This design comes from an exercise in tuning for small area on the open sky130 flow, not from production work.
In this exercise RTL edits were held to simulation tests only and were not proved equivalent to the original.
Power is estimated from default activity; no workload was simulated.

File: design/flow/config.mk
export PLATFORM = sky130hd
export DESIGN_NAME = top_mac_bfusion
export DESIGN_NICKNAME = top_mac_bfusion
export VERILOG_FILES = /design/flow/design.v
export SDC_FILE = /design/flow/constraint.sdc
export NUM_CORES = 4
export LEC_CHECK = 0
export CAP_MARGIN = 20
export CORE_MARGIN = 2
export CORE_UTILIZATION = 40
export SLEW_MARGIN = 20
File: design/flow/constraint.sdc
create_clock -name core_clock -period 10.0 [get_ports {clk}]
set_input_delay 2.0000 -clock core_clock [delete_from_list [all_inputs] [get_ports {clk}]]
set_output_delay 2.0000 -clock core_clock [all_outputs]
set_load 0.01 [all_outputs]
File: design/flow/design.v
module top_mac_bfusion (clk, rst, accu_rst, a, w, config_aw, z);
	input               clk, rst, accu_rst;
	input        [31:0] a;
	input        [31:0] w;
	input         [2:0] config_aw;
	output reg   [19:0] z;
	wire [15:0] p;
	bf_prod prod (.a(a), .w(w), .cfg(config_aw), .p(p));
	reg [15:0] m1, m2;
	reg        rst_d, clr;
	wire [19:0] addend = {{4{m2[15]}}, m2};
	wire [20:0] cy;
	wire [19:0] sum;
	assign cy[0] = 1'b0;
	genvar i;
	generate for (i = 0; i < 20; i = i + 1) begin : acc
		assign sum[i]  = z[i] ^ addend[i] ^ cy[i];
		assign cy[i+1] = (z[i] & addend[i]) | (cy[i] & (z[i] ^ addend[i]));
	end endgenerate
	always @(posedge clk) begin
		m1    <= p;
		m2    <= m1;
		rst_d <= rst;
		clr   <= rst | accu_rst | rst_d;
		z     <= clr ? 20'd0 : sum;
	end
endmodule
module bf_prod (input [31:0] a, input [31:0] w, input [2:0] cfg, output [15:0] p);
	wire m000 = ~cfg[1];
	wire m010 = (cfg[1] & ~cfg[2] & ~cfg[0]);
	wire m011 = (cfg[1] & ~cfg[2] & cfg[0]);
	wire m110 = (cfg[1] & cfg[2] & ~cfg[0]);
	wire m111 = (cfg[1] & cfg[2] & cfg[0]);
	wire as0 = a[0];
	wire ws1 = (((m000 | m010 | m110 | m111) & w[0]));
	wire pp2 = as0 & ws1;
	wire as3 = (((m000 | m010 | m011) & a[4]) | ((m110) & a[8]) | ((m111) & a[16]));
	wire ws4 = (((m010 | m110 | m111) & w[4]));
	wire pp5 = as3 & ws4;
	wire as6 = (((m010) & a[12]) | ((m111) & a[24]));
	wire ws7 = (((m000 | m010 | m011 | m110) & w[12]) | ((m111) & w[6]));
	wire pp8 = as6 & ws7;
	wire as9 = a[8];
	wire ws10 = (((m010) & w[8]) | ((m111) & w[2]));
	wire pp11 = as9 & ws10;
	wire as12 = a[1];
	wire pp13 = as12 & ws1;
	wire as14 = (((m000 | m010 | m011) & a[5]) | ((m110) & a[9]) | ((m111) & a[17]));
	wire pp15 = as14 & ws4;
	wire as16 = (((m010) & a[13]) | ((m111) & a[25]));
	wire pp17 = as16 & ws7;
	wire as18 = a[9];
	wire pp19 = as18 & ws10;
	wire ws20 = (((m000 | m010 | m110 | m111) & w[1]));
	wire pp21 = (as0 & ws20) ^ (m111);
	wire as22 = (((m010 | m111) & a[8]));
	wire ws23 = (((m000 | m010 | m011 | m110) & w[9]) | ((m111) & w[3]));
	wire pp24 = (as22 & ws23) ^ (m111);
	wire ws25 = (((m010 | m110 | m111) & w[5]));
	wire pp26 = (as3 & ws25) ^ (m111);
	wire ws27 = (((m000 | m010 | m011 | m110) & w[13]) | ((m111) & w[7]));
	wire pp28 = (as6 & ws27) ^ (m111);
	wire as29 = (((m000 | m010 | m110) & a[13]) | ((m011) & a[28]) | ((m111) & a[25]));
	wire ws30 = (((m010) & w[13]) | ((m011) & w[28]) | ((m111) & w[7]));
	wire pp31 = (as29 & ws30) ^ (m111);
	wire as32 = (((m000 | m010 | m110 | m111) & a[9]) | ((m011) & a[30]));
	wire ws33 = (((m010) & w[9]) | ((m011) & w[30]) | ((m111) & w[3]));
	wire pp34 = (as32 & ws33) ^ (m111);
	wire as35 = a[12];
	wire ws36 = (((m010) & w[14]) | ((m011) & w[12]));
	wire pp37 = as35 & ws36;
	wire as38 = (((m000 | m010 | m110 | m111) & a[1]) | ((m011) & a[18]));
	wire ws39 = (((m000 | m010 | m110 | m111) & w[1]) | ((m011) & w[18]));
	wire pp40 = (as38 & ws39) ^ (m111);
	wire as41 = a[6];
	wire ws42 = (((m010) & w[4]) | ((m011) & w[6]));
	wire pp43 = as41 & ws42;
	wire as44 = (((m000 | m010) & a[5]) | ((m011) & a[24]) | ((m110) & a[9]) | ((m111) & a[17]));
	wire ws45 = (((m010 | m110 | m111) & w[5]) | ((m011) & w[24]));
	wire pp46 = (as44 & ws45) ^ (m111);
	wire as47 = (((m000 | m010 | m110 | m111) & a[8]) | ((m011) & a[16]));
	wire ws48 = (((m010) & w[10]) | ((m011) & w[16]));
	wire pp49 = as47 & ws48;
	wire as50 = a[26];
	wire ws51 = (((m011) & w[26]) | ((m111) & w[6]));
	wire pp52 = as50 & ws51;
	wire as53 = a[14];
	wire ws54 = (((m010) & w[12]) | ((m011) & w[14]));
	wire pp55 = as53 & ws54;
	wire as56 = (((m011) & a[4]) | ((m111) & a[18]));
	wire ws57 = w[4];
	wire pp58 = as56 & ws57;
	wire as59 = a[10];
	wire ws60 = (((m011) & w[10]) | ((m110) & w[4]));
	wire pp61 = as59 & ws60;
	wire as62 = (((m000 | m010 | m110) & a[0]) | ((m011) & a[22]) | ((m111) & a[10]));
	wire ws63 = (((m000 | m010 | m110 | m111) & w[2]) | ((m011) & w[22]));
	wire pp64 = as62 & ws63;
	wire as65 = (((m011) & a[2]));
	wire ws66 = w[2];
	wire pp67 = as65 & ws66;
	wire as68 = (((m000 | m010 | m110 | m111) & a[4]) | ((m011) & a[20]));
	wire ws69 = (((m010) & w[6]) | ((m011) & w[20]));
	wire pp70 = as68 & ws69;
	wire as71 = (((m000 | m011 | m110 | m111) & a[8]) | ((m010) & a[10]));
	wire ws72 = (((cfg[1] & ~cfg[2]) & w[8]) | ((m110) & w[6]));
	wire pp73 = as71 & ws72;
	wire as74 = (((m000 | m010 | m110 | m111) & a[2]) | ((m011) & a[0]));
	wire ws75 = w[0];
	wire pp76 = as74 & ws75;
	wire as77 = (((m000 | m010 | m110) & a[1]) | ((m011) & a[23]) | ((m111) & a[11]));
	wire pp78 = as77 & ws63;
	wire as79 = a[7];
	wire pp80 = as79 & ws42;
	wire ws81 = (((m011) & w[27]) | ((m111) & w[7]));
	wire pp82 = ~(as50 & ws81);
	wire as83 = (((m011) & a[30]));
	wire ws84 = w[31];
	wire pp85 = ~(as83 & ws84);
	wire as86 = (((m000 | m010 | m110 | m111) & a[5]) | ((m011) & a[21]));
	wire pp87 = as86 & ws69;
	wire as88 = (((m000 | m010 | m110 | m111) & a[3]) | ((m011) & a[1]));
	wire pp89 = as88 & ws75;
	wire as90 = (((m000 | m010 | m110 | m111) & a[4]) | ((m011) & a[24]));
	wire ws91 = (((m010) & w[7]) | ((m011) & w[25]));
	wire pp92 = ~(as90 & ws91);
	wire ws93 = w[3];
	wire pp94 = ~(as65 & ws93);
	wire as95 = a[11];
	wire pp96 = as95 & ws60;
	wire as97 = (((m000 | m010 | m110 | m111) & a[9]) | ((m011) & a[17]));
	wire pp98 = as97 & ws48;
	wire as99 = a[13];
	wire pp100 = as99 & ws36;
	wire ws101 = (((m000 | m010 | m110 | m111) & w[3]) | ((m011) & w[23]));
	wire pp102 = (as62 & ws101) ^ cfg[1];
	wire ws103 = w[1];
	wire pp104 = (as74 & ws103) ^ (cfg[1] & cfg[0]);
	wire as105 = (((m011) & a[25]));
	wire ws106 = w[24];
	wire pp107 = as105 & ws106;
	wire as108 = (((m010 | m011 | m110) & a[8]));
	wire ws109 = (((m000 | m010 | m111) & w[11]) | ((m011) & w[9]) | ((m110) & w[7]));
	wire pp110 = ~(as108 & ws109);
	wire as111 = (((m010) & a[6]) | ((m011) & a[29]));
	wire ws112 = (((m000 | m010 | m110 | m111) & w[5]) | ((m011) & w[28]));
	wire pp113 = as111 & ws112;
	wire as114 = a[27];
	wire pp115 = as114 & ws51;
	wire ws116 = (((m010) & w[15]) | ((m011) & w[13]));
	wire pp117 = ~(as35 & ws116);
	wire as118 = a[20];
	wire ws119 = (((m011) & w[21]));
	wire pp120 = ~(as118 & ws119);
	wire as121 = (((m011) & a[28]));
	wire ws122 = w[29];
	wire pp123 = ~(as121 & ws122);
	wire as124 = (((m011) & a[6]));
	wire ws125 = w[7];
	wire pp126 = ~(as124 & ws125);
	wire as127 = a[19];
	wire ws128 = (((m011) & w[18]));
	wire pp129 = as127 & ws128;
	wire as130 = (((m011) & a[16]));
	wire ws131 = w[17];
	wire pp132 = ~(as130 & ws131);
	wire as133 = a[31];
	wire ws134 = (((m011) & w[30]));
	wire pp135 = as133 & ws134;
	wire as136 = (((m011) & a[5]) | ((m111) & a[19]));
	wire pp137 = as136 & ws57;
	wire as138 = a[15];
	wire pp139 = as138 & ws54;
	wire as140 = a[18];
	wire ws141 = (((m011) & w[19]));
	wire pp142 = ~(as140 & ws141);
	wire as143 = (((m000 | m011 | m110 | m111) & a[9]) | ((m010) & a[11]));
	wire pp144 = as143 & ws72;
	wire ws145 = w[5];
	wire pp146 = ~(as56 & ws145);
	wire as147 = (((m010 | m011 | m110) & a[10]));
	wire ws148 = (((m000 | m010 | m111) & w[9]) | ((m011) & w[11]) | ((m110) & w[5]));
	wire pp149 = (as147 & ws148) ^ (m011);
	wire as150 = (((m011) & a[14]));
	wire ws151 = w[15];
	wire pp152 = ~(as150 & ws151);
	wire as153 = (((m010) & a[14]) | ((m011) & a[3]));
	wire ws154 = (((m000 | m010 | m110 | m111) & w[13]) | ((m011) & w[2]));
	wire pp155 = as153 & ws154;
	wire ws156 = (((m000 | m010 | m110 | m111) & w[14]) | ((m011) & w[3]));
	wire pp157 = (as153 & ws156) ^ (m011);
	wire pp158 = (as88 & ws103) ^ (cfg[1] & cfg[0]);
	wire as159 = (((m000 | m110 | m111) & a[4]) | ((cfg[1] & ~cfg[2]) & a[7]));
	wire ws160 = (((m000 | m110 | m111) & w[0]) | ((m010) & w[5]) | ((m011) & w[7]));
	wire pp161 = (as159 & ws160) ^ (m011);
	wire as162 = (((m010 | m011 | m110) & a[9]));
	wire pp163 = ~(as162 & ws109);
	wire pp164 = ~(as136 & ws145);
	wire as165 = a[21];
	wire pp166 = ~(as165 & ws119);
	wire pp167 = ~(as99 & ws116);
	wire ws168 = (((m000 | m010 | m110 | m111) & w[6]) | ((m011) & w[29]));
	wire pp169 = (as111 & ws168) ^ (m011);
	wire as170 = (((m000) & a[0]) | ((cfg[1] & ~cfg[2]) & a[15]) | ((m110) & a[12]) | ((m111) & a[20]));
	wire ws171 = (((m000 | m110 | m111) & w[4]) | ((m010) & w[13]) | ((m011) & w[15]));
	wire pp172 = (as170 & ws171) ^ (m011);
	wire pp173 = ~(as127 & ws141);
	wire as174 = (((m000 | m010 | m110) & a[2]) | ((m011) & a[17]) | ((m111) & a[12]));
	wire ws175 = (((m000 | m010 | m110 | m111) & w[2]) | ((m011) & w[17]));
	wire pp176 = (as174 & ws175) ^ (m011);
	wire as177 = (((m010 | m011 | m110) & a[11]));
	wire pp178 = (as177 & ws148) ^ (m011);
	wire pp179 = ~(as114 & ws81);
	wire pp180 = (as77 & ws101) ^ cfg[1];
	wire as181 = (((m000 | m010 | m110 | m111) & a[5]) | ((m011) & a[25]));
	wire pp182 = ~(as181 & ws91);
	wire as183 = (((m000 | m010 | m110) & a[10]) | ((m011) & a[31]) | ((m111) & a[28]));
	wire ws184 = (((m010) & w[10]) | ((m011) & w[31]) | ((cfg[1] & cfg[2]) & w[6]));
	wire pp185 = (as183 & ws184) ^ (m011);
	wire as186 = (((m000 | m011) & a[0]) | ((m010) & a[14]) | ((m110) & a[12]) | ((m111) & a[20]));
	wire ws187 = (((m000 | m110 | m111) & w[5]) | ((m010) & w[15]));
	wire pp188 = (as186 & ws187) ^ (m010 | m111);
	wire as189 = (((m000 | m110 | m111) & a[4]) | ((m010) & a[6]));
	wire ws190 = (((m000 | m011 | m110 | m111) & w[1]) | ((m010) & w[7]));
	wire pp191 = (as189 & ws190) ^ (m010 | m111);
	wire as192 = (((cfg[1] & ~cfg[0]) & a[11]) | ((m111) & a[29]));
	wire ws193 = (((m000 | m011 | m110 | m111) & w[6]) | ((m010) & w[10]));
	wire pp194 = as192 & ws193;
	wire as195 = (((m000 | m010 | m110) & a[3]) | ((m111) & a[13]));
	wire ws196 = w[2];
	wire pp197 = as195 & ws196;
	wire as198 = (((m000 | m010 | m110) & a[2]) | ((m111) & a[12]));
	wire ws199 = w[3];
	wire pp200 = (as198 & ws199) ^ (m010 | m110 | m111);
	wire as201 = (((m000 | m011) & a[1]) | ((m010) & a[15]) | ((m110) & a[13]) | ((m111) & a[21]));
	wire ws202 = (((m000 | m110 | m111) & w[4]) | ((m010) & w[14]));
	wire pp203 = as201 & ws202;
	wire as204 = (((cfg[1] & ~cfg[0]) & a[10]) | ((m111) & a[28]));
	wire ws205 = (((m000 | m011 | m110 | m111) & w[7]) | ((m010) & w[11]));
	wire pp206 = ~(as204 & ws205);
	wire as207 = (((m000 | m110 | m111) & a[5]) | ((m010) & a[7]));
	wire ws208 = (((m000 | m011 | m110 | m111) & w[0]) | ((m010) & w[6]));
	wire pp209 = as207 & ws208;
	wire as210 = (((m000 | m110 | m111) & a[6]));
	wire ws211 = w[0];
	wire pp212 = as210 & ws211;
	wire pp213 = ~(as192 & ws205);
	wire pp214 = (as201 & ws187) ^ (m010 | m111);
	wire as215 = (((m000 | m010 | m011) & a[0]) | ((m110) & a[12]) | ((m111) & a[30]));
	wire ws216 = (((m000 | m110 | m111) & w[6]));
	wire pp217 = as215 & ws216;
	wire as218 = (((m000 | m010 | m011) & a[2]) | ((m110) & a[14]) | ((m111) & a[22]));
	wire ws219 = (((m000 | m110 | m111) & w[4]));
	wire pp220 = as218 & ws219;
	wire as221 = (((m000 | m110) & a[4]) | ((m111) & a[14]));
	wire ws222 = w[2];
	wire pp223 = as221 & ws222;
	wire pp224 = (as195 & ws199) ^ (m010 | m110 | m111);
	wire pp225 = (as207 & ws190) ^ (m010 | m111);
	wire ws226 = (((m000 | m110 | m111) & w[5]));
	wire pp227 = (as218 & ws226) ^ (m111);
	wire as228 = (((m000 | m010 | m011) & a[1]) | ((m110) & a[13]) | ((m111) & a[31]));
	wire pp229 = as228 & ws216;
	wire ws230 = (((m000 | m110 | m111) & w[7]));
	wire pp231 = ~(as215 & ws230);
	wire as232 = (((m000 | m110) & a[5]) | ((m111) & a[15]));
	wire pp233 = as232 & ws222;
	wire ws234 = w[3];
	wire pp235 = (as221 & ws234) ^ (cfg[1] & cfg[2]);
	wire ws236 = w[1];
	wire pp237 = (as210 & ws236) ^ (m111);
	wire as238 = (((m000 | m110 | m111) & a[7]));
	wire pp239 = as238 & ws211;
	wire as240 = (((m000 | m010 | m011) & a[3]) | ((m110) & a[15]) | ((m111) & a[23]));
	wire pp241 = as240 & ws219;
	wire pp242 = (as238 & ws236) ^ (m111);
	wire pp243 = (as232 & ws234) ^ (cfg[1] & cfg[2]);
	wire as244 = (((m000 | m010 | m011 | m111) & a[2]) | ((m110) & a[14]));
	wire ws245 = (((m000 | m110) & w[6]));
	wire pp246 = as244 & ws245;
	wire pp247 = (as240 & ws226) ^ (m111);
	wire as248 = (((m000 | m110) & a[6]));
	wire ws249 = w[2];
	wire pp250 = as248 & ws249;
	wire pp251 = ~(as228 & ws230);
	wire as252 = (((m000) & a[4]));
	wire ws253 = w[4];
	wire pp254 = as252 & ws253;
	wire ws255 = (((m000 | m110) & w[7]));
	wire pp256 = ~(as244 & ws255);
	wire ws257 = w[3];
	wire pp258 = (as248 & ws257) ^ (m110);
	wire as259 = (((m000) & a[5]));
	wire pp260 = as259 & ws253;
	wire as261 = (((m000 | m010 | m011 | m111) & a[3]) | ((m110) & a[15]));
	wire pp262 = as261 & ws245;
	wire ws263 = w[5];
	wire pp264 = as252 & ws263;
	wire as265 = (((m000 | m110) & a[7]));
	wire pp266 = as265 & ws249;
	wire pp267 = as259 & ws263;
	wire as268 = (((m000) & a[6]));
	wire pp269 = as268 & ws253;
	wire pp270 = (as265 & ws257) ^ (m110);
	wire ws271 = w[6];
	wire pp272 = as252 & ws271;
	wire pp273 = ~(as261 & ws255);
	wire as274 = (((m000) & a[7]));
	wire pp275 = as274 & ws253;
	wire ws276 = w[7];
	wire pp277 = ~(as252 & ws276);
	wire pp278 = as268 & ws263;
	wire pp279 = as259 & ws271;
	wire pp280 = ~(as259 & ws276);
	wire pp281 = as268 & ws271;
	wire pp282 = as274 & ws263;
	wire pp283 = as274 & ws271;
	wire pp284 = ~(as268 & ws276);
	wire pp285 = ~(as274 & ws276);
	wire k286 = (m000);
	wire k287 = (cfg[1] & ~cfg[0]);
	wire k288 = (cfg[1] & cfg[0]);
	wire k289 = (m000 | m110 | m111);
	wire k290 = (m011);
	wire k291 = (m000 | m110 | m111);
	wire k292 = (m000 | m010 | m011 | m110);
	wire k293 = (m000 | m010 | m011 | m110);
	wire k294 = (m000 | m010 | m011 | m111);
	wire s295 = pp2 ^ pp5 ^ pp8;
	wire c296 = (pp2 & pp5) | (pp2 & pp8) | (pp5 & pp8);
	wire s297 = pp11 ^ s295;
	wire c298 = pp11 & s295;
	wire s299 = pp13 ^ pp15 ^ pp17;
	wire c300 = (pp13 & pp15) | (pp13 & pp17) | (pp15 & pp17);
	wire s301 = pp19 ^ pp21 ^ pp24;
	wire c302 = (pp19 & pp21) | (pp19 & pp24) | (pp21 & pp24);
	wire s303 = pp26 ^ pp28 ^ c296;
	wire c304 = (pp26 & pp28) | (pp26 & c296) | (pp28 & c296);
	wire s305 = s299 ^ s301 ^ c298;
	wire c306 = (s299 & s301) | (s299 & c298) | (s301 & c298);
	wire s307 = s303 ^ s305;
	wire c308 = s303 & s305;
	wire s309 = pp31 ^ pp34 ^ pp37;
	wire c310 = (pp31 & pp34) | (pp31 & pp37) | (pp34 & pp37);
	wire s311 = pp40 ^ pp43 ^ pp46;
	wire c312 = (pp40 & pp43) | (pp40 & pp46) | (pp43 & pp46);
	wire s313 = pp49 ^ pp52 ^ pp55;
	wire c314 = (pp49 & pp52) | (pp49 & pp55) | (pp52 & pp55);
	wire s315 = pp58 ^ pp61 ^ pp64;
	wire c316 = (pp58 & pp61) | (pp58 & pp64) | (pp61 & pp64);
	wire s317 = pp67 ^ pp70 ^ pp73;
	wire c318 = (pp67 & pp70) | (pp67 & pp73) | (pp70 & pp73);
	wire s319 = pp76 ^ c300 ^ c302;
	wire c320 = (pp76 & c300) | (pp76 & c302) | (c300 & c302);
	wire s321 = s309 ^ s311 ^ s313;
	wire c322 = (s309 & s311) | (s309 & s313) | (s311 & s313);
	wire s323 = s315 ^ s317 ^ c304;
	wire c324 = (s315 & s317) | (s315 & c304) | (s317 & c304);
	wire s325 = s319 ^ s321 ^ c306;
	wire c326 = (s319 & s321) | (s319 & c306) | (s321 & c306);
	wire s327 = s323 ^ c308 ^ s325;
	wire c328 = (s323 & c308) | (s323 & s325) | (c308 & s325);
	wire s329 = k286 ^ pp78 ^ pp80;
	wire c330 = (k286 & pp78) | (k286 & pp80) | (pp78 & pp80);
	wire s331 = pp82 ^ pp85 ^ pp87;
	wire c332 = (pp82 & pp85) | (pp82 & pp87) | (pp85 & pp87);
	wire s333 = pp89 ^ pp92 ^ pp94;
	wire c334 = (pp89 & pp92) | (pp89 & pp94) | (pp92 & pp94);
	wire s335 = pp96 ^ pp98 ^ pp100;
	wire c336 = (pp96 & pp98) | (pp96 & pp100) | (pp98 & pp100);
	wire s337 = pp102 ^ pp104 ^ pp107;
	wire c338 = (pp102 & pp104) | (pp102 & pp107) | (pp104 & pp107);
	wire s339 = pp110 ^ pp113 ^ pp115;
	wire c340 = (pp110 & pp113) | (pp110 & pp115) | (pp113 & pp115);
	wire s341 = pp117 ^ pp120 ^ pp123;
	wire c342 = (pp117 & pp120) | (pp117 & pp123) | (pp120 & pp123);
	wire s343 = pp126 ^ pp129 ^ pp132;
	wire c344 = (pp126 & pp129) | (pp126 & pp132) | (pp129 & pp132);
	wire s345 = pp135 ^ pp137 ^ pp139;
	wire c346 = (pp135 & pp137) | (pp135 & pp139) | (pp137 & pp139);
	wire s347 = pp142 ^ pp144 ^ pp146;
	wire c348 = (pp142 & pp144) | (pp142 & pp146) | (pp144 & pp146);
	wire s349 = pp149 ^ pp152 ^ pp155;
	wire c350 = (pp149 & pp152) | (pp149 & pp155) | (pp152 & pp155);
	wire s351 = c310 ^ c312 ^ c314;
	wire c352 = (c310 & c312) | (c310 & c314) | (c312 & c314);
	wire s353 = c316 ^ c318 ^ s329;
	wire c354 = (c316 & c318) | (c316 & s329) | (c318 & s329);
	wire s355 = s331 ^ s333 ^ s335;
	wire c356 = (s331 & s333) | (s331 & s335) | (s333 & s335);
	wire s357 = s337 ^ s339 ^ s341;
	wire c358 = (s337 & s339) | (s337 & s341) | (s339 & s341);
	wire s359 = s343 ^ s345 ^ s347;
	wire c360 = (s343 & s345) | (s343 & s347) | (s345 & s347);
	wire s361 = s349 ^ c320 ^ c322;
	wire c362 = (s349 & c320) | (s349 & c322) | (c320 & c322);
	wire s363 = s351 ^ s353 ^ s355;
	wire c364 = (s351 & s353) | (s351 & s355) | (s353 & s355);
	wire s365 = s357 ^ s359 ^ c324;
	wire c366 = (s357 & s359) | (s357 & c324) | (s359 & c324);
	wire s367 = s361 ^ c326 ^ s363;
	wire c368 = (s361 & c326) | (s361 & s363) | (c326 & s363);
	wire s369 = s365 ^ c328 ^ s367;
	wire c370 = (s365 & c328) | (s365 & s367) | (c328 & s367);
	wire s371 = k287 ^ pp157 ^ pp158;
	wire c372 = (k287 & pp157) | (k287 & pp158) | (pp157 & pp158);
	wire s373 = pp161 ^ pp163 ^ pp164;
	wire c374 = (pp161 & pp163) | (pp161 & pp164) | (pp163 & pp164);
	wire s375 = pp166 ^ pp167 ^ pp169;
	wire c376 = (pp166 & pp167) | (pp166 & pp169) | (pp167 & pp169);
	wire s377 = pp172 ^ pp173 ^ pp176;
	wire c378 = (pp172 & pp173) | (pp172 & pp176) | (pp173 & pp176);
	wire s379 = pp178 ^ pp179 ^ pp180;
	wire c380 = (pp178 & pp179) | (pp178 & pp180) | (pp179 & pp180);
	wire s381 = pp182 ^ pp185 ^ c330;
	wire c382 = (pp182 & pp185) | (pp182 & c330) | (pp185 & c330);
	wire s383 = c332 ^ c334 ^ c336;
	wire c384 = (c332 & c334) | (c332 & c336) | (c334 & c336);
	wire s385 = c338 ^ c340 ^ c342;
	wire c386 = (c338 & c340) | (c338 & c342) | (c340 & c342);
	wire s387 = c344 ^ c346 ^ c348;
	wire c388 = (c344 & c346) | (c344 & c348) | (c346 & c348);
	wire s389 = c350 ^ s371 ^ s373;
	wire c390 = (c350 & s371) | (c350 & s373) | (s371 & s373);
	wire s391 = s375 ^ s377 ^ s379;
	wire c392 = (s375 & s377) | (s375 & s379) | (s377 & s379);
	wire s393 = c352 ^ c354 ^ c356;
	wire c394 = (c352 & c354) | (c352 & c356) | (c354 & c356);
	wire s395 = c358 ^ c360 ^ s381;
	wire c396 = (c358 & c360) | (c358 & s381) | (c360 & s381);
	wire s397 = s383 ^ s385 ^ s387;
	wire c398 = (s383 & s385) | (s383 & s387) | (s385 & s387);
	wire s399 = s389 ^ s391 ^ c362;
	wire c400 = (s389 & s391) | (s389 & c362) | (s391 & c362);
	wire s401 = c364 ^ s393 ^ s395;
	wire c402 = (c364 & s393) | (c364 & s395) | (s393 & s395);
	wire s403 = s397 ^ c366 ^ s399;
	wire c404 = (s397 & c366) | (s397 & s399) | (c366 & s399);
	wire s405 = c368 ^ s401 ^ s403;
	wire c406 = (c368 & s401) | (c368 & s403) | (s401 & s403);
	wire s407 = c370 ^ s405;
	wire c408 = c370 & s405;
	wire s409 = k288 ^ pp188 ^ pp191;
	wire c410 = (k288 & pp188) | (k288 & pp191) | (pp188 & pp191);
	wire s411 = pp194 ^ pp197 ^ pp200;
	wire c412 = (pp194 & pp197) | (pp194 & pp200) | (pp197 & pp200);
	wire s413 = pp203 ^ pp206 ^ pp209;
	wire c414 = (pp203 & pp206) | (pp203 & pp209) | (pp206 & pp209);
	wire s415 = c372 ^ c374 ^ c376;
	wire c416 = (c372 & c374) | (c372 & c376) | (c374 & c376);
	wire s417 = c378 ^ c380 ^ s409;
	wire c418 = (c378 & c380) | (c378 & s409) | (c380 & s409);
	wire s419 = s411 ^ s413 ^ c382;
	wire c420 = (s411 & s413) | (s411 & c382) | (s413 & c382);
	wire s421 = c384 ^ c386 ^ c388;
	wire c422 = (c384 & c386) | (c384 & c388) | (c386 & c388);
	wire s423 = c390 ^ c392 ^ s415;
	wire c424 = (c390 & c392) | (c390 & s415) | (c392 & s415);
	wire s425 = s417 ^ c394 ^ c396;
	wire c426 = (s417 & c394) | (s417 & c396) | (c394 & c396);
	wire s427 = c398 ^ s419 ^ s421;
	wire c428 = (c398 & s419) | (c398 & s421) | (s419 & s421);
	wire s429 = s423 ^ c400 ^ c402;
	wire c430 = (s423 & c400) | (s423 & c402) | (c400 & c402);
	wire s431 = s425 ^ s427 ^ c404;
	wire c432 = (s425 & s427) | (s425 & c404) | (s427 & c404);
	wire s433 = s429 ^ c406 ^ s431;
	wire c434 = (s429 & c406) | (s429 & s431) | (c406 & s431);
	wire s435 = c408 ^ s433;
	wire c436 = c408 & s433;
	wire s437 = k289 ^ pp212 ^ pp213;
	wire c438 = (k289 & pp212) | (k289 & pp213) | (pp212 & pp213);
	wire s439 = pp214 ^ pp217 ^ pp220;
	wire c440 = (pp214 & pp217) | (pp214 & pp220) | (pp217 & pp220);
	wire s441 = pp223 ^ pp224 ^ pp225;
	wire c442 = (pp223 & pp224) | (pp223 & pp225) | (pp224 & pp225);
	wire s443 = c410 ^ c412 ^ c414;
	wire c444 = (c410 & c412) | (c410 & c414) | (c412 & c414);
	wire s445 = s437 ^ s439 ^ s441;
	wire c446 = (s437 & s439) | (s437 & s441) | (s439 & s441);
	wire s447 = c416 ^ c418 ^ s443;
	wire c448 = (c416 & c418) | (c416 & s443) | (c418 & s443);
	wire s449 = s445 ^ c420 ^ c422;
	wire c450 = (s445 & c420) | (s445 & c422) | (c420 & c422);
	wire s451 = c424 ^ s447 ^ c426;
	wire c452 = (c424 & s447) | (c424 & c426) | (s447 & c426);
	wire s453 = c428 ^ s449 ^ c430;
	wire c454 = (c428 & s449) | (c428 & c430) | (s449 & c430);
	wire s455 = s451 ^ c432 ^ s453;
	wire c456 = (s451 & c432) | (s451 & s453) | (c432 & s453);
	wire s457 = c434 ^ s455 ^ c436;
	wire c458 = (c434 & s455) | (c434 & c436) | (s455 & c436);
	wire s459 = k290 ^ pp227 ^ pp229;
	wire c460 = (k290 & pp227) | (k290 & pp229) | (pp227 & pp229);
	wire s461 = pp231 ^ pp233 ^ pp235;
	wire c462 = (pp231 & pp233) | (pp231 & pp235) | (pp233 & pp235);
	wire s463 = pp237 ^ pp239 ^ pp241;
	wire c464 = (pp237 & pp239) | (pp237 & pp241) | (pp239 & pp241);
	wire s465 = c438 ^ c440 ^ c442;
	wire c466 = (c438 & c440) | (c438 & c442) | (c440 & c442);
	wire s467 = s459 ^ s461 ^ s463;
	wire c468 = (s459 & s461) | (s459 & s463) | (s461 & s463);
	wire s469 = c444 ^ c446 ^ s465;
	wire c470 = (c444 & c446) | (c444 & s465) | (c446 & s465);
	wire s471 = s467 ^ c448 ^ s469;
	wire c472 = (s467 & c448) | (s467 & s469) | (c448 & s469);
	wire s473 = c450 ^ s471 ^ c452;
	wire c474 = (c450 & s471) | (c450 & c452) | (s471 & c452);
	wire s475 = c454 ^ s473 ^ c456;
	wire c476 = (c454 & s473) | (c454 & c456) | (s473 & c456);
	wire s477 = s475 ^ c458;
	wire c478 = s475 & c458;
	wire s479 = k291 ^ pp242 ^ pp243;
	wire c480 = (k291 & pp242) | (k291 & pp243) | (pp242 & pp243);
	wire s481 = pp246 ^ pp247 ^ pp250;
	wire c482 = (pp246 & pp247) | (pp246 & pp250) | (pp247 & pp250);
	wire s483 = pp251 ^ pp254 ^ c460;
	wire c484 = (pp251 & pp254) | (pp251 & c460) | (pp254 & c460);
	wire s485 = c462 ^ c464 ^ s479;
	wire c486 = (c462 & c464) | (c462 & s479) | (c464 & s479);
	wire s487 = s481 ^ c466 ^ c468;
	wire c488 = (s481 & c466) | (s481 & c468) | (c466 & c468);
	wire s489 = s483 ^ s485 ^ c470;
	wire c490 = (s483 & s485) | (s483 & c470) | (s485 & c470);
	wire s491 = s487 ^ c472 ^ s489;
	wire c492 = (s487 & c472) | (s487 & s489) | (c472 & s489);
	wire s493 = s491 ^ c474 ^ c476;
	wire c494 = (s491 & c474) | (s491 & c476) | (c474 & c476);
	wire s495 = s493 ^ c478;
	wire c496 = s493 & c478;
	wire s497 = k292 ^ pp256 ^ pp258;
	wire c498 = (k292 & pp256) | (k292 & pp258) | (pp256 & pp258);
	wire s499 = pp260 ^ pp262 ^ pp264;
	wire c500 = (pp260 & pp262) | (pp260 & pp264) | (pp262 & pp264);
	wire s501 = pp266 ^ c480 ^ c482;
	wire c502 = (pp266 & c480) | (pp266 & c482) | (c480 & c482);
	wire s503 = s497 ^ s499 ^ c484;
	wire c504 = (s497 & s499) | (s497 & c484) | (s499 & c484);
	wire s505 = c486 ^ s501 ^ c488;
	wire c506 = (c486 & s501) | (c486 & c488) | (s501 & c488);
	wire s507 = s503 ^ c490 ^ s505;
	wire c508 = (s503 & c490) | (s503 & s505) | (c490 & s505);
	wire s509 = c492 ^ s507 ^ c494;
	wire c510 = (c492 & s507) | (c492 & c494) | (s507 & c494);
	wire s511 = c496 ^ s509;
	wire c512 = c496 & s509;
	wire s513 = k293 ^ pp267 ^ pp269;
	wire c514 = (k293 & pp267) | (k293 & pp269) | (pp267 & pp269);
	wire s515 = pp270 ^ pp272 ^ pp273;
	wire c516 = (pp270 & pp272) | (pp270 & pp273) | (pp272 & pp273);
	wire s517 = c498 ^ c500 ^ s513;
	wire c518 = (c498 & c500) | (c498 & s513) | (c500 & s513);
	wire s519 = s515 ^ c502 ^ s517;
	wire c520 = (s515 & c502) | (s515 & s517) | (c502 & s517);
	wire s521 = c504 ^ s519 ^ c506;
	wire c522 = (c504 & s519) | (c504 & c506) | (s519 & c506);
	wire s523 = c508 ^ s521 ^ c510;
	wire c524 = (c508 & s521) | (c508 & c510) | (s521 & c510);
	wire s525 = c512 ^ s523;
	wire c526 = c512 & s523;
	wire s527 = k294 ^ pp275 ^ pp277;
	wire c528 = (k294 & pp275) | (k294 & pp277) | (pp275 & pp277);
	wire s529 = pp278 ^ pp279 ^ c514;
	wire c530 = (pp278 & pp279) | (pp278 & c514) | (pp279 & c514);
	wire s531 = c516 ^ s527 ^ c518;
	wire c532 = (c516 & s527) | (c516 & c518) | (s527 & c518);
	wire s533 = s529 ^ c520 ^ s531;
	wire c534 = (s529 & c520) | (s529 & s531) | (c520 & s531);
	wire s535 = s533 ^ c522 ^ c524;
	wire c536 = (s533 & c522) | (s533 & c524) | (c522 & c524);
	wire s537 = c526 ^ s535;
	wire c538 = c526 & s535;
	wire s539 = 1'b1 ^ pp280 ^ pp281;
	wire c540 = (1'b1 & pp280) | (1'b1 & pp281) | (pp280 & pp281);
	wire s541 = pp282 ^ c528 ^ s539;
	wire c542 = (pp282 & c528) | (pp282 & s539) | (c528 & s539);
	wire s543 = c530 ^ s541 ^ c532;
	wire c544 = (c530 & s541) | (c530 & c532) | (s541 & c532);
	wire s545 = c534 ^ s543 ^ c536;
	wire c546 = (c534 & s543) | (c534 & c536) | (s543 & c536);
	wire s547 = c538 ^ s545;
	wire c548 = c538 & s545;
	wire s549 = 1'b1 ^ pp283 ^ pp284;
	wire c550 = (1'b1 & pp283) | (1'b1 & pp284) | (pp283 & pp284);
	wire s551 = c540 ^ s549 ^ c542;
	wire c552 = (c540 & s549) | (c540 & c542) | (s549 & c542);
	wire s553 = s551 ^ c544 ^ c546;
	wire c554 = (s551 & c544) | (s551 & c546) | (c544 & c546);
	wire s555 = c548 ^ s553;
	wire c556 = c548 & s553;
	wire s557 = 1'b1 ^ pp285 ^ c550;
	wire c558 = (1'b1 & pp285) | (1'b1 & c550) | (pp285 & c550);
	wire s559 = s557 ^ c552 ^ c554;
	wire c560 = (s557 & c552) | (s557 & c554) | (c552 & c554);
	wire s561 = c556 ^ s559;
	wire c562 = c556 & s559;
	wire s563 = c558 ^ c560 ^ c562;
	wire c564 = (c558 & c560) | (c558 & c562) | (c560 & c562);
	wire [17:0] s = {1'b0, c564, s563, s561, s555, s547, s537, s525, s511, s495, s477, s457, s435, s407, s369, s327, s307, s297};
	assign p = m011 ? s[17:2] : s[15:0];
endmodule
File: design/flow/run.sh
#!/bin/bash
# synth_recipe.tcl (not shown) runs the flow's synth.tcl, then flattens the netlist and writes it again
# the make line also repeats each setting of config.mk as NAME=value (left out here)
make -C /OpenROAD-flow-scripts/flow DESIGN_CONFIG=/design/flow/config.mk WORK_HOME=/design/flow/orfs CLKGATE_MAP_FILE= SYNTH_SCRIPT=/design/flow/synth_recipe.tcl finish
==> flow_results.xml, run 1 <==
<?xml version="1.0" encoding="UTF-8"?>
<metrics>
  <group name="outcome">
    <metric name="status" unit="">no timing/DRC/antenna violations</metric>
  </group>
  <group name="synth">
    <metric name="synth-simple-area-share" unit="%">17.6</metric>
    <metric name="synth_top_family_by_area" unit="">adder cells</metric>
    <metric name="synth_edf_count" unit="">0</metric>
    <metric name="yosysWarnings" unit="">1</metric>
    <metric name="compound_cell_area_share_of_the_yosys_netlist" unit="%">9.39</metric>
    <metric name="post_synth_xor_area_fraction" unit="%">1.37</metric>
    <metric name="synthesis.area" unit="sq um">7040</metric>
    <metric name="post_synth_fa_ha_maj_area_fraction" unit="%">42.1</metric>
    <metric name="yosys.cell_types.count" unit="">54</metric>
    <metric name="syn-mean-instance-area" unit="sq um">9.16</metric>
    <metric name="syn_inst" unit="">768</metric>
    <metric name="synth_seq_area_share" unit="%">15.4</metric>
    <metric name="asyncSetResetFlopFracSynth" unit="%">0</metric>
    <metric name="ys.flop_type" unit="">sky130_fd_sc_hd__dfxtp_1</metric>
    <metric name="synth_mux_area_share" unit="%">4.46</metric>
    <metric name="synthesis.nets" unit="">992</metric>
    <metric name="synth-seq-cells" unit="">54</metric>
  </group>
  <group name="route">
    <metric name="routedWlPerCell" unit="um">18.4</metric>
    <metric name="ant_nets" unit="">0</metric>
    <metric name="drt_drc_violations_left" unit="">0</metric>
    <metric name="routed_wl" unit="um">22000</metric>
    <metric name="firstDrtPassIters" unit="">6</metric>
    <metric name="drt_first_iter_violations" unit="">525</metric>
    <metric name="route.vias.total" unit="">6091</metric>
    <metric name="routed_via_density" unit="">5.11</metric>
  </group>
  <group name="grt">
    <metric name="first_global_vias" unit="">6316</metric>
    <metric name="grt.overflow.total" unit="">0</metric>
    <metric name="grt_start_max_net_pins" unit="">25</metric>
    <metric name="globalRouteTotalUtil" unit="%">24.8</metric>
    <metric name="antenna_found_initial" unit="">0</metric>
    <metric name="first_pass_grt_wire_length" unit="um">34700</metric>
  </group>
  <group name="min_path">
    <metric name="hp-class" unit="">reg2reg</metric>
    <metric name="min_delay_path_depth" unit="">0</metric>
    <metric name="min_to" unit="">m2[13]</metric>
    <metric name="timing.hold.worst.start" unit="">m1[13]</metric>
  </group>
  <group name="die">
    <metric name="floorplan.die_area" unit="sq um">18700</metric>
    <metric name="dieWidth" unit="um">137</metric>
    <metric name="fp.dieH" unit="um">137</metric>
    <metric name="core_area" unit="sq um">17200</metric>
    <metric name="floorplan.initialDensity" unit="%">40.8</metric>
    <metric name="rows" unit="">48</metric>
    <metric name="design.portCount" unit="">90</metric>
  </group>
  <group name="placement">
    <metric name="routability_cong" unit="">1.00</metric>
    <metric name="buffer_ports.inserted" unit="">89</metric>
    <metric name="place.detailed.instances" unit="">1182</metric>
    <metric name="dpl.hpwl" unit="um">19200</metric>
  </group>
  <group name="worst_setup_path">
    <metric name="worst_r2r_startpoint" unit="">z[0]</metric>
    <metric name="type_of_the_worst_setup_path" unit="">in2reg</metric>
    <metric name="crit_path_frequent_cell" unit="">sky130_fd_sc_hd__fa_1</metric>
    <metric name="critical-path-max-stage-delay" unit="ns">0.56</metric>
    <metric name="reg2reg_setup_slack" unit="ns">2.13</metric>
    <metric name="r2r_cells" unit="">23</metric>
    <metric name="worst-endpoint-required" unit="ns">10.19</metric>
    <metric name="worst_setup_path_end_kind" unit="">flop</metric>
    <metric name="worst_path_maximum_fanout" unit="">2</metric>
    <metric name="cp_data_arrival_time" unit="ns">9.89</metric>
    <metric name="worst_path_max_delay_cell" unit="">sky130_fd_sc_hd__fa_1</metric>
    <metric name="startpoint_type" unit="">input port</metric>
    <metric name="critical_path.reg2reg.endpoint" unit="">z[19]</metric>
  </group>
  <group name="sta">
    <metric name="fin_tns_setup" unit="ns">0</metric>
    <metric name="setup_viol" unit="">0</metric>
    <metric name="setup_repair_after_global_routing_missed_its_margin" unit="">no</metric>
    <metric name="worst_clock_skew" unit="ns">0.00611</metric>
    <metric name="max-slew-margin-rel" unit="%">55.0</metric>
    <metric name="timing.final.max_slew_violations" unit="">0</metric>
    <metric name="fmaxAchievable" unit="GHz">0.103</metric>
    <metric name="timing_hold_violations_final" unit="">0</metric>
    <metric name="worstMarginPinSlew" unit="ns">0.675</metric>
    <metric name="final.min_clock_period" unit="ns">9.70</metric>
    <metric name="hold-worst-slack" unit="ns">0.328</metric>
    <metric name="period_share" unit="%">97.0</metric>
  </group>
  <group name="cells_and_area">
    <metric name="n_antenna_cell" unit="">0</metric>
    <metric name="net_total_in_the_final_layout" unit="">1190</metric>
    <metric name="layout.cells.most_common_list" unit="">sky130_fd_sc_hd__buf_4, sky130_fd_sc_hd__fa_1, sky130_fd_sc_hd__inv_1</metric>
    <metric name="areaGrowthSynthToFinish" unit="%">32.7</metric>
    <metric name="mostFrequentLayoutCell" unit="">sky130_fd_sc_hd__buf_4</metric>
    <metric name="layoutNonFillerInstCount" unit="">1192</metric>
    <metric name="final_layout_size_suffix_gt1_share" unit="%">20.7</metric>
    <metric name="fill_cells" unit="">1638</metric>
  </group>
  <group name="clocking">
    <metric name="numCtsBuffers" unit="">5</metric>
    <metric name="clock_insertion_delay_worst_skew" unit="ns">0.29</metric>
    <metric name="htree_levels" unit="">2</metric>
    <metric name="max-clock-path-buffers" unit="">2</metric>
    <metric name="buffer_type_at_the_clock_tree_root" unit="">sky130_fd_sc_hd__clkbuf_16</metric>
    <metric name="clock_transition_at_the_register_clock_pins_on_the_worst_setup_and_hold_paths_after_cts" unit="ns">0.07</metric>
    <metric name="cts_tree" unit="">done</metric>
    <metric name="cts_sinks" unit="">54</metric>
  </group>
  <group name="power">
    <metric name="power.leakage" unit="nW">4.31</metric>
    <metric name="power-per-cell-area" unit="nW/um^2">212</metric>
    <metric name="report.power.total" unit="mW">1.98</metric>
    <metric name="peakVddDrop" unit="V">0.000287</metric>
  </group>
  <group name="job">
    <metric name="drv.max_cap_violation_count" unit="">0</metric>
  </group>
</metrics>
## metal layers
metal  wire (um)  part of all wire [%]  vias up  global-route usage (%)
met1        9780                    45     2936                    34.7
met5           0                     0        -                       0
li1            -                     -     2821                       -
met3        1770                   8.1       63                    4.52
met4         607                   2.8        0                    6.25
met2        9790                    45      271                    39.8
## power by group
group / internal, mW / switching (mW)
registers: 0.320 / 0.0371
logic: 0.690 / 0.761
clock network: 0.0958 / 0.0777
## worst max-delay path: cells and delay by family
kind | cells | cell delay [ns]
XOR/XNOR | 1 | 0.22
adder cells (fa/ha/maj) | 17 | 5.99
buffers and inverters | 7 | 0.89
multiplexers | 2 | 0.54
AND/OR/NAND/NOR | 2 | 0.24
## sequential cells by signal, summed over array words and instances, names as in the netlist
register / count
z: 20
m1: 16
m2: 16
clr: 1
rst_d: 1
## timing repair
action	in CTS	in global routing
hold buffers	0	0
buffers inserted	0	2
setup endpoints to repair	3	3
pin swaps	0	4
cloned	0	0
resized for setup	11	20
## cells in the mapped netlist, drive strengths merged, types with 2 or more instances
cell    count  share of area (%)
a211oi      3               0.32
a21o        2               0.21
a21oi      35                2.5
a22o        6               0.75
a22oi       6               0.71
a311oi      3               0.37
a31oi       9               0.80
and2       21                1.9
and2b       2               0.27
and3       14                1.2
and3b       2               0.25
buf        26                2.5
clkbuf     15               0.80
clkinv      2               0.11
dfxtp      54                 15
fa        138                 39
ha         16                2.8
inv       117                6.3
mux2       11                1.8
mux2i      19                2.7
nand2     105                5.7
nand2b      3               0.27
nand3      41                2.9
nand3b      2               0.21
nand4       2               0.18
nor2       26                1.4
nor2b      29                2.6
o211ai      3               0.32
o21ai      29                2.1
o31ai       2               0.21
or3         2               0.18
xnor2      10                1.2
## worst max-delay path by stage
stage / from / to / slack (ns) / depth (start not counted)
2_1_floorplan: config_aw[0] / m1[15] / 0.25 / 30
3_3_place_gp: config_aw[2] / m1[15] / -0.42 / 30
3_5_place_dp: config_aw[2] / m1[15] / -0.54 / 30
4_1_cts: config_aw[2] / m1[15] / 0.04 / 30
5_1_grt: a[22] / m1[15] / 0.05 / 29
6_report: a[22] / m1[15] / 0.30 / 29
## cells by family after synthesis
logic type / count (synthesis)
xor+xnor: 11
fa+ha+maj: 154
compound gates: 106
simple gates: 253
flops: 54
buf+inv: 160
mux: 30
## per-stage QoR
| step | cell area, sq um | setup WS [ns] | util (%) |
|---|---|---|---|
| 2_1_floorplan | 7040 | 0.249 | - |
| 3_3_place_gp | 9070 | -0.422 | 52.6 |
| 3_5_place_dp | 9070 | -0.542 | 52.6 |
| 4_1_cts | 9250 | 0.0389 | 53.7 |
| 5_1_grt | 9340 | 0.0514 | 54.2 |
| 6_report | 9340 | 0.303 | 54.2 |
## final cells by class
cell class                      instances  area [sq um]  share of cell area, %
Sequential cell                        54          1080                   11.6
Inverter                              119           449                   4.81
Clock inverter                          3          28.8                  0.308
Clock buffer                            5           125                   1.34
Tap cell                              225           282                   3.02
Timing Repair Buffer                  232          2010                   21.5
Multi-Input combinational cell        554          5360                   57.4
==> run 2: changes to the inputs <==
--- a/design/flow/config.mk
+++ b/design/flow/config.mk
@@ -8,4 +8,5 @@
 export CAP_MARGIN = 20
 export CORE_MARGIN = 2
 export CORE_UTILIZATION = 40
+export GPL_TIMING_DRIVEN = 0
 export SLEW_MARGIN = 20
==> flow_results.xml, run 2 <==
<?xml version="1.0" encoding="UTF-8"?>
<metrics>
  <group name="sta">
    <metric name="fin_tns_setup" unit="ns">0</metric>
    <metric name="timing_hold_violations_final" unit="">0</metric>
    <metric name="worstMarginPinSlew" unit="ns">0.835</metric>
    <metric name="setup_repair_after_global_routing_missed_its_margin" unit="">no</metric>
    <metric name="final.min_clock_period" unit="ns">9.72</metric>
    <metric name="period_share" unit="%">97.2</metric>
    <metric name="fmaxAchievable" unit="GHz">0.103</metric>
    <metric name="timing.final.max_slew_violations" unit="">0</metric>
    <metric name="max-slew-margin-rel" unit="%">44.3</metric>
    <metric name="worst_clock_skew" unit="ns">0.0111</metric>
    <metric name="setup_viol" unit="">0</metric>
  </group>
  <group name="cells_and_area">
    <metric name="layout.cells.most_common_list" unit="">sky130_fd_sc_hd__fa_1, sky130_fd_sc_hd__inv_1, sky130_fd_sc_hd__nand2_1</metric>
    <metric name="fin_area" unit="sq um">8640</metric>
    <metric name="areaGrowthSynthToFinish" unit="%">22.8</metric>
    <metric name="fill_cells" unit="">1704</metric>
    <metric name="largest_register_ffs" unit="">20</metric>
    <metric name="multi_input_comb_area" unit="sq um">5390</metric>
    <metric name="n_antenna_cell" unit="">0</metric>
    <metric name="net_total_in_the_final_layout" unit="">1092</metric>
    <metric name="layoutNonFillerInstCount" unit="">1094</metric>
    <metric name="mostFrequentLayoutCell" unit="">sky130_fd_sc_hd__fa_1</metric>
    <metric name="register_area" unit="sq um">1080</metric>
    <metric name="max_flop_register" unit="">z</metric>
    <metric name="largest_registers" unit="">z: 20 flops, m1: 16 flops, m2: 16 flops</metric>
    <metric name="final_layout_size_suffix_gt1_share" unit="%">12.7</metric>
  </group>
  <group name="die">
    <metric name="floorplan.initialDensity" unit="%">40.8</metric>
    <metric name="floorplan.die_area" unit="sq um">18700</metric>
    <metric name="fp.dieH" unit="um">137</metric>
    <metric name="dieWidth" unit="um">137</metric>
    <metric name="core_area" unit="sq um">17200</metric>
    <metric name="rows" unit="">48</metric>
    <metric name="design.portCount" unit="">90</metric>
  </group>
  <group name="synth">
    <metric name="synth.most_common_cell" unit="">sky130_fd_sc_hd__fa_1</metric>
    <metric name="synth_top_cell_by_area" unit="">sky130_fd_sc_hd__fa_1</metric>
    <metric name="post_synth_most_frequent_cells" unit="">sky130_fd_sc_hd__fa_1, sky130_fd_sc_hd__inv_1, sky130_fd_sc_hd__nand2_1</metric>
    <metric name="yosys.cell_types.count" unit="">54</metric>
    <metric name="synth_seq_area_share" unit="%">15.4</metric>
    <metric name="synthesis.area" unit="sq um">7040</metric>
    <metric name="syn_inst" unit="">768</metric>
    <metric name="yosys-top-cells-area" unit="">sky130_fd_sc_hd__fa_1, sky130_fd_sc_hd__dfxtp_1, sky130_fd_sc_hd__inv_1</metric>
    <metric name="synth-seq-cells" unit="">54</metric>
    <metric name="yosysWarnings" unit="">1</metric>
    <metric name="ys.flop_type" unit="">sky130_fd_sc_hd__dfxtp_1</metric>
    <metric name="synthesis.nets" unit="">992</metric>
    <metric name="asyncSetResetFlopFracSynth" unit="%">0</metric>
    <metric name="synth_edf_count" unit="">0</metric>
    <metric name="synth_largest_type_area_fraction" unit="%">39.3</metric>
    <metric name="syn-mean-instance-area" unit="sq um">9.16</metric>
  </group>
  <group name="worst_setup_path">
    <metric name="critical-path-max-stage-delay" unit="ns">0.53</metric>
    <metric name="type_of_the_worst_setup_path" unit="">in2reg</metric>
    <metric name="path_buf_inv" unit="">7</metric>
    <metric name="cp_data_arrival_time" unit="ns">9.91</metric>
    <metric name="worst_setup_path_end_kind" unit="">flop</metric>
    <metric name="worst-endpoint-required" unit="ns">10.19</metric>
    <metric name="worst_path_maximum_fanout" unit="">10</metric>
    <metric name="critical_path.top_delay_family" unit="">adder cells</metric>
    <metric name="crit_path_frequent_cell" unit="">sky130_fd_sc_hd__fa_1</metric>
    <metric name="startpoint_type" unit="">input port</metric>
    <metric name="worst_path_max_delay_cell" unit="">sky130_fd_sc_hd__fa_1</metric>
  </group>
  <group name="route">
    <metric name="route.vias.total" unit="">5872</metric>
    <metric name="firstDrtPassIters" unit="">6</metric>
    <metric name="drt_drc_violations_left" unit="">0</metric>
    <metric name="ant_nets" unit="">0</metric>
    <metric name="drt_first_iter_violations" unit="">481</metric>
    <metric name="routed_wl" unit="um">23100</metric>
    <metric name="routedWlPerCell" unit="um">21.1</metric>
    <metric name="routed_via_density" unit="">5.37</metric>
  </group>
  <group name="placement">
    <metric name="placement.cell_area" unit="sq um">8170</metric>
    <metric name="routability_cong" unit="">0.975</metric>
    <metric name="dpl.hpwl" unit="um">19300</metric>
    <metric name="place.detailed.instances" unit="">1078</metric>
    <metric name="buffer_ports.inserted" unit="">85</metric>
  </group>
  <group name="clocking">
    <metric name="buffer_type_at_the_clock_tree_root" unit="">sky130_fd_sc_hd__clkbuf_16</metric>
    <metric name="htree_levels" unit="">2</metric>
    <metric name="cts_tree" unit="">done</metric>
    <metric name="numCtsBuffers" unit="">5</metric>
    <metric name="clock_transition_at_the_register_clock_pins_on_the_worst_setup_and_hold_paths_after_cts" unit="ns">0.07</metric>
    <metric name="clock_insertion_delay_worst_skew" unit="ns">0.29</metric>
    <metric name="max-clock-path-buffers" unit="">2</metric>
    <metric name="cts_sinks" unit="">54</metric>
  </group>
  <group name="grt">
    <metric name="globalRouteTotalUtil" unit="%">25.8</metric>
    <metric name="first_pass_grt_wire_length" unit="um">35500</metric>
    <metric name="grt_start_max_net_pins" unit="">20</metric>
    <metric name="antenna_found_initial" unit="">0</metric>
    <metric name="grt.overflow.total" unit="">0</metric>
    <metric name="first_global_vias" unit="">6113</metric>
  </group>
  <group name="power">
    <metric name="peakVddDrop" unit="V">0.000225</metric>
    <metric name="power.leakage" unit="nW">3.96</metric>
    <metric name="power-per-cell-area" unit="nW/um^2">229</metric>
  </group>
  <group name="min_path">
    <metric name="hp-class" unit="">reg2reg</metric>
  </group>
  <group name="job">
    <metric name="drv.max_cap_violation_count" unit="">0</metric>
  </group>
  <group name="outcome">
    <metric name="status" unit="">no timing/DRC/antenna violations</metric>
  </group>
</metrics>
## run 2: cell types whose count changed in the layout (fill, tap and decap cells not counted), sizes merged
cell	before	now
inv	119	117
buf	144	37
clkinv	3	2
dlygate4sd2	0	2
clkdlybuf4s15	0	2
clkinvlp	0	3
clkbuf	5	18
dlymetal6s2s	2	20
clkdlybuf4s50	86	60
## run 2: repair_timing
item | in CTS | in global routing
gates cloned | 0 | 1
hold buffers | 0 | 0
endpoints found under the setup margin | 4 | 3
resized for setup | 41 | 68
setup buffers | 0 | 8
pin swaps | 1 | 8
## run 2: cell families after synthesis
logic type               after synthesis  share of synthesized area (%)
AND/OR/NAND/NOR                      253                           17.6
buffers and inverters                160                           9.72
adder cells (fa/ha/maj)              154                           42.1
AO/OA/AOI/OAI                        106                           9.39
flip-flops                            54                           15.4
multiplexers                          30                           4.46
XOR/XNOR                              11                           1.37
## run 2: final cells by class
type	count	area share, %
plain buffers	40	3.68
clock buffers	5	1.45
clock inverters	3	0.333
inverters	119	5.33
multi-input cells	554	62.3
flip-flops and latches	54	12.5
well taps	225	3.26
repair buffers	94	11.1
## run 2: path summary, 6_finish.rpt
| path | start | end | slack (ns) | cells after the start |
|---|---|---|---|---|
| worst max-delay path | w[6] | m1[15] | 0.28 | 28 |
| worst max register to register | z[0] | z[19] | 2.25 | 23 |
| worst min register to register | m1[4] | m2[4] | 0.33 | 0 |
| worst min-delay path | m1[4] | m2[4] | 0.33 | 0 |
## run 2: metrics by stage
step / utilization [%] / hold WS (ns) / total power [mW] / setup WS, ns
floorplan: - / 0.310 / 1.42 / 0.249
global placement: 47.4 / 0.310 / 1.77 / -0.961
detailed placement: 47.4 / 0.312 / 1.80 / -0.930
CTS: 48.9 / 0.329 / 2.00 / 0.00237
global route: 50.1 / 0.333 / 2.28 / 0.0193
finish: 50.1 / 0.327 / 1.98 / 0.280
## run 2: per-layer routing
| layer | global-route usage (%) | share of wire [%] | vias up |
|---|---|---|---|
| met3 | 5.19 | 9.4 | 45 |
| met4 | 5.61 | 2.2 | 0 |
| met1 | 35.8 | 43 | 2875 |
| met2 | 41.9 | 46 | 319 |
| li1 | - | - | 2633 |
| met5 | 0 | 0 | - |
## run 2: report_power, final
group	total, mW	internal, mW	switching, mW
logic	1.46	0.669	0.787
clock network	0.173	0.0954	0.0775
registers	0.354	0.320	0.0347

==> re-timing with driven ports <==
The flow's constraints put no driver on any port. The routed layouts listed below were extracted and timed again, unchanged, in two steps.
Step 1 sets driving cells, clkbuf_16 on the clock port and buf_2 on the other inputs (assumed; they add their load-dependent delay and slew).
Step 2 times the ports against the registers' clock, not the clock port: input delays grow and output delays shrink by t, the midpoint of the rising clock arrivals with the driver on.
a / b / c = ideal / step 1 / step 2; a / b = the first two.
run	t, ns	setup WS [ns]	worst setup path after step 2	slew at the worst register clock pin (ns)
run 1	0.317	0.303 / 0.314 / -0.003	input to register	0.07 / 0.07
run 2	0.317	0.280 / 0.290 / -0.026	input to register	0.07 / 0.07
Met with ideal ports but missed after step 2: setup timing in run 1 and run 2.
